From an optimization exercise on the open Yosys and OpenROAD flow, aimed at small area, a short achievable clock period and few clock cycles per item; shortcuts taken in it are not production practice. Function was checked by simulation only, so behaviour that the tests miss may differ from the original. No activity file was given, so power comes from the tool's default toggle rates.

==> flow/design.v <==
module MyDesign(
  input dut_run,
  output dut_busy,
  input reset_b,
  input clk,
  output [11:0]dut_sram_write_address,
  output [15:0]dut_sram_write_data,
  output dut_sram_write_enable,
  output [11:0]dut_sram_read_address,
  input [15:0]sram_dut_read_data,
  output [11:0]dut_wmem_read_address,
  input [15:0]wmem_dut_read_data);
  wire [4:0] xdim, ydim;
  wire [15:0]weight;
  wire [1:0]input_dim_load_ctrl;
  wire [11:0]fsm_weight_addr, fsm_input_addr, fsm_output_addr;
  wire fsm_w_enable;
  wire [15:0]weight_input_data, input_input_data;
  wire [15:0]calculation_output;
  fms_controller controller(.clock(clk), .reset(reset_b), .go(dut_run),
    .ydim(ydim),
    .input_data(input_input_data),
    .busy(dut_busy),
    .input_load_ctrl(input_dim_load_ctrl),
    .input_addr(fsm_input_addr),
    .weight_addr(fsm_weight_addr),
    .output_addr(fsm_output_addr),
    .output_w_enable(fsm_w_enable));
  convolution conv_calc(.clock(clk),
    .reset(reset_b),
    .xdim(xdim),
    .weight(weight),
    .input_data(input_input_data),
    .padded_out(calculation_output));
  input_weight_registers weight_reg(.clock(clk),
    .reset(reset_b),
    .input_sram_data(weight_input_data),
    .weight_out(weight));
  input_dim_registers dim_reg(.clock(clk),
    .reset(reset_b),
    .input_sram_data(input_input_data),
    .input_load_ctrl(input_dim_load_ctrl),
    .xdim_reg(xdim),
    .ydim_reg(ydim));
  sram_read_interface read_input(.clock(clk),
    .reset(reset_b),
    .sram_interface_data(sram_dut_read_data),
    .dev_interface_read_addr(fsm_input_addr),
    .interface_sram_read_addr(dut_sram_read_address),
    .interface_dev_data_out(input_input_data));
  sram_read_interface read_weight(.clock(clk),
    .reset(reset_b),
    .sram_interface_data(wmem_dut_read_data),
    .dev_interface_read_addr(fsm_weight_addr),
    .interface_sram_read_addr(dut_wmem_read_address),
    .interface_dev_data_out(weight_input_data));
  sram_write_interface write_output(.clock(clk), .reset(reset_b),
    .dev_interface_write_addr(fsm_output_addr),
    .dev_interface_write_data(calculation_output),
    .dev_interface_r_enable(fsm_w_enable),
    .interface_sram_write_addr(dut_sram_write_address),
    .interface_sram_write_data(dut_sram_write_data),
    .interface_sram_r_enable(dut_sram_write_enable)
    );
endmodule
module input_weight_registers(
  input clock,
  input reset,
  input [15:0]input_sram_data,
  output [15:0]weight_out
  );
  reg [8:0]weight;
  assign weight_out = {6'b0,weight};
  always @ ( posedge clock ) begin
    if(~reset)
      weight<=0;
    else
      weight<=input_sram_data;
  end
endmodule
module input_dim_registers(
  input clock,
  input reset,
  input [15:0]input_sram_data,
  input [1:0]input_load_ctrl,
  output reg [4:0] xdim_reg,
  output reg [4:0] ydim_reg
  );
  reg [4:0] xdim_reg_next;
  reg [4:0] ydim_reg_next;
  always@(posedge clock)begin
    if(~reset)begin
      xdim_reg <= 0;
      ydim_reg <= 0;
    end
    else begin
      xdim_reg <= xdim_reg_next;
      ydim_reg <= ydim_reg_next;
    end
  end
  always@(*)begin
    xdim_reg_next = xdim_reg;
    ydim_reg_next = ydim_reg;
    casex(input_load_ctrl)
      2'b01:  xdim_reg_next = input_sram_data[4:0];
      2'b11:  ydim_reg_next = input_sram_data[4:0];
    endcase
  end
endmodule
module sram_read_interface(
  input clock,
  input reset,
  input [15:0]sram_interface_data,            
  input [11:0]dev_interface_read_addr,       
  output reg [11:0]interface_sram_read_addr,  
  output reg [15:0]interface_dev_data_out   
  );
  always @ ( posedge clock ) begin
    if(~reset)begin
      interface_sram_read_addr <= 0;
      interface_dev_data_out <=0;
    end
    else begin
      interface_sram_read_addr <= dev_interface_read_addr;  
      interface_dev_data_out <= sram_interface_data;  
    end
  end
endmodule
module sram_write_interface(
  input clock,
  input reset,
  input [11:0]dev_interface_write_addr, 
  input [15:0]dev_interface_write_data,       
  input dev_interface_r_enable,              
  output reg [11:0]interface_sram_write_addr,  
  output reg [15:0]interface_sram_write_data,  
  output reg interface_sram_r_enable);
  always @ ( posedge clock ) begin
    if(~reset)begin
      interface_sram_write_addr <= 0;
      interface_sram_write_data <=0;
      interface_sram_r_enable <=0;
    end
    else begin
      interface_sram_write_addr <= dev_interface_write_addr;
      interface_sram_write_data <=dev_interface_write_data;
      interface_sram_r_enable <=dev_interface_r_enable;
    end
  end
endmodule
module convolution(
  input clock,
  input reset,
  input [4:0]xdim,
  input [15:0]weight,
  input [15:0]input_data,
  output [15:0]padded_out);
wire [15:0]reg_1, reg_2, reg_3;
wire [13:0]output_raw;
output_select_padding padded_output(.xnor_bitcnt_add_cmp_output(output_raw),.xdim(xdim),.padded_output(padded_out));
input_registers input_storage_regs(.clock(clock),
  .reset(reset),
  .data_input(input_data),
  .reg_1(reg_1),
  .reg_2(reg_2),
  .reg_3(reg_3));
xnor_bitcnt_add_cmp output_bit_0(.weight_row_1(weight[2:0]), .weight_row_2(weight[5:3]), .weight_row_3(weight[8:6]),.input_reg_1_bits(reg_1[2:0]),.input_reg_2_bits(reg_2[2:0]),.input_reg_3_bits(reg_3[2:0]),.sign_output(output_raw[0]));
xnor_bitcnt_add_cmp output_bit_1(.weight_row_1(weight[2:0]),.weight_row_2(weight[5:3]), .weight_row_3(weight[8:6]),.input_reg_1_bits(reg_1[3:1]),.input_reg_2_bits(reg_2[3:1]),.input_reg_3_bits(reg_3[3:1]),.sign_output(output_raw[1]));
xnor_bitcnt_add_cmp output_bit_2(.weight_row_1(weight[2:0]),.weight_row_2(weight[5:3]), .weight_row_3(weight[8:6]),.input_reg_1_bits(reg_1[4:2]),.input_reg_2_bits(reg_2[4:2]),.input_reg_3_bits(reg_3[4:2]),.sign_output(output_raw[2]));
xnor_bitcnt_add_cmp output_bit_3(.weight_row_1(weight[2:0]),.weight_row_2(weight[5:3]), .weight_row_3(weight[8:6]),.input_reg_1_bits(reg_1[5:3]),.input_reg_2_bits(reg_2[5:3]),.input_reg_3_bits(reg_3[5:3]),.sign_output(output_raw[3]));
xnor_bitcnt_add_cmp output_bit_4(.weight_row_1(weight[2:0]),.weight_row_2(weight[5:3]), .weight_row_3(weight[8:6]),.input_reg_1_bits(reg_1[6:4]),.input_reg_2_bits(reg_2[6:4]),.input_reg_3_bits(reg_3[6:4]),.sign_output(output_raw[4]));
xnor_bitcnt_add_cmp output_bit_5(.weight_row_1(weight[2:0]),.weight_row_2(weight[5:3]), .weight_row_3(weight[8:6]),.input_reg_1_bits(reg_1[7:5]),.input_reg_2_bits(reg_2[7:5]),.input_reg_3_bits(reg_3[7:5]),.sign_output(output_raw[5]));
xnor_bitcnt_add_cmp output_bit_6(.weight_row_1(weight[2:0]),.weight_row_2(weight[5:3]), .weight_row_3(weight[8:6]),.input_reg_1_bits(reg_1[8:6]),.input_reg_2_bits(reg_2[8:6]),.input_reg_3_bits(reg_3[8:6]),.sign_output(output_raw[6]));
xnor_bitcnt_add_cmp output_bit_7(.weight_row_1(weight[2:0]),.weight_row_2(weight[5:3]), .weight_row_3(weight[8:6]),.input_reg_1_bits(reg_1[9:7]),.input_reg_2_bits(reg_2[9:7]),.input_reg_3_bits(reg_3[9:7]),.sign_output(output_raw[7]));
xnor_bitcnt_add_cmp output_bit_8(.weight_row_1(weight[2:0]),.weight_row_2(weight[5:3]), .weight_row_3(weight[8:6]),.input_reg_1_bits(reg_1[10:8]),.input_reg_2_bits(reg_2[10:8]),.input_reg_3_bits(reg_3[10:8]),.sign_output(output_raw[8]));
xnor_bitcnt_add_cmp output_bit_9(.weight_row_1(weight[2:0]),.weight_row_2(weight[5:3]), .weight_row_3(weight[8:6]),.input_reg_1_bits(reg_1[11:9]),.input_reg_2_bits(reg_2[11:9]),.input_reg_3_bits(reg_3[11:9]),.sign_output(output_raw[9]));
xnor_bitcnt_add_cmp output_bit_10(.weight_row_1(weight[2:0]),.weight_row_2(weight[5:3]),.weight_row_3(weight[8:6]),.input_reg_1_bits(reg_1[12:10]),.input_reg_2_bits(reg_2[12:10]),.input_reg_3_bits(reg_3[12:10]),.sign_output(output_raw[10]));
xnor_bitcnt_add_cmp output_bit_11(.weight_row_1(weight[2:0]),.weight_row_2(weight[5:3]),.weight_row_3(weight[8:6]),.input_reg_1_bits(reg_1[13:11]),.input_reg_2_bits(reg_2[13:11]),.input_reg_3_bits(reg_3[13:11]),.sign_output(output_raw[11]));
xnor_bitcnt_add_cmp output_bit_12(.weight_row_1(weight[2:0]),.weight_row_2(weight[5:3]),.weight_row_3(weight[8:6]),.input_reg_1_bits(reg_1[14:12]),.input_reg_2_bits(reg_2[14:12]),.input_reg_3_bits(reg_3[14:12]),.sign_output(output_raw[12]));
xnor_bitcnt_add_cmp output_bit_13(.weight_row_1(weight[2:0]),.weight_row_2(weight[5:3]),.weight_row_3(weight[8:6]),.input_reg_1_bits(reg_1[15:13]),.input_reg_2_bits(reg_2[15:13]),.input_reg_3_bits(reg_3[15:13]),.sign_output(output_raw[13]));
endmodule
module input_registers(
  input clock,
  input reset,
  input [15:0]data_input,
  output reg [15:0]reg_1,
  output reg [15:0]reg_2,
  output reg [15:0]reg_3);
  always @ ( posedge clock ) begin
    if(~reset)begin
      reg_1 <= 0;
      reg_2 <= 0;
      reg_3 <= 0;
    end
    else begin
      reg_1 <= reg_2;
      reg_2 <= reg_3;
      reg_3 <= data_input;
    end
  end
endmodule
module output_select_padding(
  input [13:0]xnor_bitcnt_add_cmp_output,
  input [4:0]xdim,
  output reg [15:0] padded_output
  );
  always @ ( * ) begin
  padded_output = 0;
    casex(xdim)
      5'd16: padded_output[15:0] = {2'b0,xnor_bitcnt_add_cmp_output[13:0]};
      5'd12: padded_output[15:0] = {6'b0,xnor_bitcnt_add_cmp_output[9:0]};
      5'd10: padded_output[15:0] = {8'b0,xnor_bitcnt_add_cmp_output[7:0]};
      default: padded_output = 16'b0;
    endcase
  end
endmodule
module xnor_bitcnt_add_cmp(
  input [2:0]weight_row_1,
  input [2:0]weight_row_2,
  input [2:0]weight_row_3,
  input [2:0]input_reg_1_bits,
  input [2:0]input_reg_2_bits,
  input [2:0]input_reg_3_bits,
  output sign_output);
  wire [3:0] xnor_out_1, xnor_out_2,xnor_out_3;
  wire [3:0] bitcount_out;
  assign xnor_out_1 = ~(weight_row_1^input_reg_1_bits);
  assign xnor_out_2 = ~(weight_row_2^input_reg_2_bits);
  assign xnor_out_3 = ~(weight_row_3^input_reg_3_bits);
  assign bitcount_out = ((xnor_out_1[0] + xnor_out_1[1]) + (xnor_out_1[2] + xnor_out_2[0]))
                        + ((xnor_out_2[1] + xnor_out_2[2])+ (xnor_out_3[0] + xnor_out_3[1]))
                        + xnor_out_3[2];
  assign sign_output = bitcount_out > 4'b0100;
endmodule
module fms_controller(
  input clock,
  input reset,
  input go,
  input [4:0]ydim,
  input [15:0]input_data,
  output reg busy,
  output reg [1:0]input_load_ctrl,
  output [11:0]input_addr,
  output [11:0]weight_addr,
  output [11:0]output_addr,
  output reg output_w_enable);
parameter S0 = 3'd0,
          S1 = 3'd1,
          S2 = 3'd2,
          S3 = 3'd3,
          S4 = 3'd4,
          S5 = 3'd5,
          S6 = 3'd6;
reg [3:0] state, next_state;
reg [4:0] input_addr_offset, output_addr_offset;
reg [4:0] next_input_addr_offset, next_output_addr_offset;
reg [6:0]base_input_addr, base_ouput_addr;
reg [6:0]next_base_input_addr, next_base_ouput_addr;
assign input_addr = base_input_addr + input_addr_offset;
assign output_addr = base_ouput_addr + output_addr_offset;
assign weight_addr = 1;
always @ ( posedge clock ) begin
  if(~reset)begin
    state <= S0;
    input_addr_offset <= 0;
    output_addr_offset <= 0;
    base_input_addr <= 0;
    base_ouput_addr <= 0;
  end
  else begin
    state <= next_state;
    input_addr_offset <= next_input_addr_offset;
    output_addr_offset <= next_output_addr_offset;
    base_input_addr <= next_base_input_addr;
    base_ouput_addr <= next_base_ouput_addr;
  end
end
always @ ( * ) begin
  next_state = S0;
  busy = 1;
  input_load_ctrl = 0;
  output_w_enable = 0;
  next_input_addr_offset = input_addr_offset;
  next_output_addr_offset = output_addr_offset;
  next_base_input_addr = base_input_addr;
  next_base_ouput_addr = base_ouput_addr;
  case(state)
    S0: begin
      next_input_addr_offset = 0;
      next_output_addr_offset = 0;
      next_base_input_addr = 0;
      next_base_ouput_addr = 0;
      busy = 0;
      if(go)
        next_state= S1;
      else
        next_state= S0;
    end
    S1:begin
      next_input_addr_offset = input_addr_offset + 1'b1;
      if(input_addr_offset == 2)
        next_state = S2;
      else
        next_state = S1;
    end
    S2: begin
      next_input_addr_offset = input_addr_offset + 1'b1;
      input_load_ctrl = 2'b01;
      next_state = S3;
    end
    S3: begin
      next_base_input_addr = next_base_input_addr + input_addr_offset + 1'b1;
      next_base_ouput_addr = next_base_ouput_addr + output_addr_offset;
      next_input_addr_offset = 0;
      next_output_addr_offset = 0;
      input_load_ctrl = 2'b11;
      next_state = S4;
    end
    S4:begin
      next_input_addr_offset = input_addr_offset + 1'b1;
      if(input_addr_offset == 2)
        next_state = S5;
      else
        next_state = S4;
    end
    S5:begin
      next_input_addr_offset = input_addr_offset + 1'b1;
      next_output_addr_offset = output_addr_offset + 1'b1;
      output_w_enable = 1;
      if(input_addr_offset == ydim-1'd1)
        next_state = S6;
      else
        next_state = S5;
    end
    S6:begin
      next_input_addr_offset = input_addr_offset + 1'b1;
      next_output_addr_offset = output_addr_offset + 1'b1;
      output_w_enable = 1;
      input_load_ctrl = 2'b01;
      next_state = S3;
      if(input_data == 16'h00ff)
        next_state = S0;
    end
  endcase
end
endmodule
==> flow/run.sh <==
#!/bin/bash
# synth_recipe.tcl (not shown) runs the flow's synth.tcl, then flattens the netlist and writes it again
# the make line also repeats each setting of config.mk as NAME=value (left out here)
make -C /OpenROAD-flow-scripts/flow DESIGN_CONFIG=/design/flow/config.mk WORK_HOME=/design/flow/orfs CLKGATE_MAP_FILE= SYNTH_SCRIPT=/design/flow/synth_recipe.tcl finish
==> flow/config.mk <==
export PLATFORM = sky130hd
export DESIGN_NAME = MyDesign
export DESIGN_NICKNAME = MyDesign
export VERILOG_FILES = /design/flow/design.v
export SDC_FILE = /design/flow/constraint.sdc
export NUM_CORES = 4
export LEC_CHECK = 0
export CAP_MARGIN = 20
export CORE_MARGIN = 2
export CORE_UTILIZATION = 40
export SLEW_MARGIN = 20
==> flow/constraint.sdc <==
create_clock -name core_clock -period 5.0 [get_ports {clk}]
set_input_delay 1.0000 -clock core_clock [delete_from_list [all_inputs] [get_ports {clk}]]
set_output_delay 1.0000 -clock core_clock [all_outputs]
set_load 0.01 [all_outputs]
==> results.json <==
{
  "pwr-share-comb": 0.216,
  "p_sw_frac": 0.284,
  "drt_iter0_markers": 248,
  "clk_path_buf_depth": 2,
  "synth_top_area_cell": "dfxtp_1",
  "diodes": 0,
  "yosys_warnings": 7,
  "final_cell_mix": "dfxtp_1, xnor2_1, and2_1",
  "pwr-share-clk": 0.402,
  "synth-adder-area-share": 0.223,
  "grt_max_degree": 101,
  "drive_gt1_frac": 0.0462,
  "die_w_um": 154,
  "final.setup_skew_ns": 0.0106,
  "p_leak_nw": 4.12,
  "status": "complete, no violations",
  "chipHeight_um": 154,
  "maxSlewViolCount": 0,
  "cp-start-kind": "flop",
  "powerDensity_nw_per_um2": 323,
  "regToRegStartpoint": "weight_reg.weight[3]",
  "synth-edff-count": 0,
  "clkTransAtPathRegs_ns": 0.06,
  "gp_congestion": 0.776,
  "syn_to_final_growth_pct": 14.8,
  "finalWirelength_mm": 17.5,
  "path_class": "reg -> reg",
  "grt_pass1_wl_mm": 29.5,
  "reg2reg_depth": 13,
  "synthXorXnorAreaFrac": 0.142,
  "antenna_found_initial": 0,
  "finalNetCount": 1090,
  "vias": 5800,
  "clock_latency_ns": 0.43,
  "seq_area_frac_synth": 0.338,
  "cts_tree": "built",
  "ff2ff_setup_slack_ns": 0.83,
  "seq_power_share": 0.383,
  "worst-path-buf-inv": 3,
  "hold_ws_ns": 0.430,
  "rsz0062_at_grt": "no",
  "cp-end-kind": "flop",
  "dieArea_um2": 23600,
  "min_period_ns": 4.17,
  "initial_utilization": 0.409,
  "internal-power_mw": 2.38,
  "grt_remaining_overflow": 0,
  "cp_common_cell": "fa_1",
  "synthMuxAreaShare": 0.00895,
  "cpMaxStageDelayCell": "dfxtp_1",
  "synth.cell_area_um2": 8950,
  "synthArstFlopShare": 0,
  "cts_root_buf": "clkbuf_16",
  "row_count": 54,
  "synthCells": 897,
  "ys.flop_type": "dfxtp_1",
  "layout_commonest_cell": "dfxtp_1",
  "path_max_fanout": 10,
  "critPathTopFamily": "adder cells",
  "slew_headroom": 0.266,
  "grt_pass1_vias": 5873,
  "maxCapViolCount": 0,
  "synth-seq-cells": 151,
  "htreeDepth": 4,
  "crit_chain": "buf_4 > xnor2_1 > fa_1 > inv_1 > fa_1 > inv_1 > fa_1 > fa_1 > fa_1 > o22ai_1 > a21oi_1 > a21oi_1 > nor2_1",
  "instances_no_fill": 1232,
  "numCtsBuffers": 17,
  "coreArea_um2": 21900,
  "worst_pin_slew_ns": 1.10,
  "cts_resized": 0,
  "p_sw_uw": 943,
  "total_power_mw": 3.32,
  "viasPerCell": 4.71,
  "cts.sinks": 151,
  "synth_top_area_share": 0.338,
  "timing.fmax_mhz": 240,
  "crit_path_max_incr_delay_ns": 0.73,
  "firstDrtPassIters": 4,
  "drc": 0,
  "routedWlPerCell_um": 14.2,
  "synthTopCellsByArea": "dfxtp_1, fa_1, xnor2_1",
  "synth_top_family_by_area": "adder cells",
  "worst_ep_required_time_ns": 5.28,
  "hold_path_class": "reg -> reg",
  "yosysUniqueCellTypes": 57,
  "dp_hpwl_mm": 12.5,
  "setup_violations": 0,
  "ctsHoldBuffers": 0,
  "ant_nets": 0,
  "globalRouteTotalUtil": 0.157,
  "min_period_over_period": 0.833,
  "dp_cells": 1200,
  "finalSetupTns_ns": 0,
  "arrival_ns": 4.45,
  "r2r-end": "write_output.interface_sram_write_data[3]",
  "worstSetupEndpoint": "write_output.interface_sram_write_data[3]",
  "setup.worst_path.start": "weight_reg.weight[3]",
  "io_pins": 89,
  "yosys.area_share.simple": 0.143,
  "postCtsSetupBuffers": 0,
  "io_buffers": 60,
  "synth-compound-area-share": 0.0786,
  "hold_viol": 0,
  "ir_drop_v": 0.000224,
  "path_depth": 13,
  "syn_avg_cell_area_um2": 9.98
}
-- synth_stat cells, drive strengths merged (2+ instances only) --
| library cell | count |
|---|---|
| xor2 | 54 |
| nand4 | 8 |
| ha | 43 |
| nand3 | 10 |
| clkbuf | 31 |
| nor4 | 2 |
| and2 | 86 |
| inv | 59 |
| o21a | 3 |
| or4b | 2 |
| or3 | 4 |
| o211ai | 2 |
| o21bai | 2 |
| xnor2 | 91 |
| a21o | 11 |
| or2 | 3 |
| a32oi | 3 |
| nand2b | 6 |
| fa | 73 |
| mux2i | 8 |
| a32o | 2 |
| o21ai | 17 |
| a21oi | 51 |
| buf | 33 |
| a22oi | 2 |
| nor3 | 9 |
| nor2b | 5 |
| o22ai | 9 |
| nand2 | 23 |
| nand3b | 3 |
| dfxtp | 151 |
| nor2 | 64 |
| nor3b | 10 |
| a31oi | 3 |
-- routing by layer --
metal  global-route usage  wire length, µm  share of wire
met3               0.0296              492          0.028
met2                0.255             8130           0.46
met1                0.208             8540           0.49
met5                    0                0              0
met4               0.0607              373          0.021
-- how the worst min path moves through the flow --
stage | slack, ns | cells past startpoint | from | end
after floorplan | 0.41 | 1 | read_weight.interface_dev_data_out[0] | weight_reg.weight[0]
after global placement | 0.42 | 1 | read_weight.interface_dev_data_out[0] | weight_reg.weight[0]
after detailed placement | 0.42 | 1 | read_weight.interface_dev_data_out[2] | weight_reg.weight[2]
after CTS | 0.43 | 1 | read_weight.interface_dev_data_out[2] | weight_reg.weight[2]
after global routing | 0.44 | 1 | read_weight.interface_dev_data_out[6] | weight_reg.weight[6]
final | 0.43 | 1 | read_weight.interface_dev_data_out[2] | weight_reg.weight[2]
-- worst register-to-register path: stages (launching register included) --
cell	delay (ns)
dfxtp_1	0.73
buf_4	0.28
xnor2_1	0.10
fa_1	0.48
inv_1	0.05
fa_1	0.52
inv_1	0.05
fa_1	0.50
fa_1	0.48
fa_1	0.45
o22ai_1	0.14
a21oi_1	0.06
a21oi_1	0.12
nor2_1	0.05
-- through the flow --
step	utilization	instance area [µm²]	setup slack, ns
final	0.470	10300	0.834
after global routing	0.470	10300	0.632
after CTS	0.470	10300	0.823
after detailed placement	0.442	9670	0.839
after global placement	0.442	9670	0.842
after floorplan	-	9020	0.784
-- final cells by class --
class                      count  area (µm²)
timing repair buffer          67         648
clock buffer                  19         443
inverter                      60         239
clock inverter                13         168
fill                        2096       11600
sequential                   151        3020
tap                          280         350
multi-input combinational    642        5410
-- power by group through the flow --
| stage | combinational, mW | clock (mW) | sequential (mW) |
|---|---|---|---|
| 2_1_floorplan | 0.604 | 0 | 1.27 |
| 3_3_place_gp | 0.697 | 0 | 1.30 |
| 3_5_place_dp | 0.723 | 0 | 1.30 |
| 4_1_cts | 0.729 | 1.37 | 1.27 |
| 5_1_grt | 0.848 | 1.42 | 1.28 |
| 6_report | 0.717 | 1.33 | 1.27 |
-- cells by family after synthesis --
logic type,after synthesis
AO/OA/AOI/OAI,115
buffers and inverters,124
multiplexers,8
AND/OR/NAND/NOR,237
adder cells (fa/ha/maj),116
XOR/XNOR,145
flip-flops,151
other,1
Testbench counts, summed over its fixed seeds: cycles 14,004, rows 9,492.

[afterwards: timing with drivers on the ports]
In the flow no input, the clock included, has a driving cell. The finished layout below was timed again as built, in two steps. Step 1: set_driving_cell puts a clkbuf_16 on clk and a buf_2 on each other input, an assumption about the parent block. Step 2 also shifts input and output timing later by t, the mid clock arrival at the registers, as if the neighbouring blocks saw the same clock. Three values: no drivers, after step 1, after step 2; two values: the first two.
t, ns: 0.469
slack for setup (ns): 0.834 / 0.834 / 0.834
worst setup path after step 2: register to register
latest minus earliest clock arrival (ns): 0.014 / 0.015
After both steps setup and hold are still met in this run. The setup slack of this run moves by 0.000 ns with the drivers and by 0.000 ns with both steps.
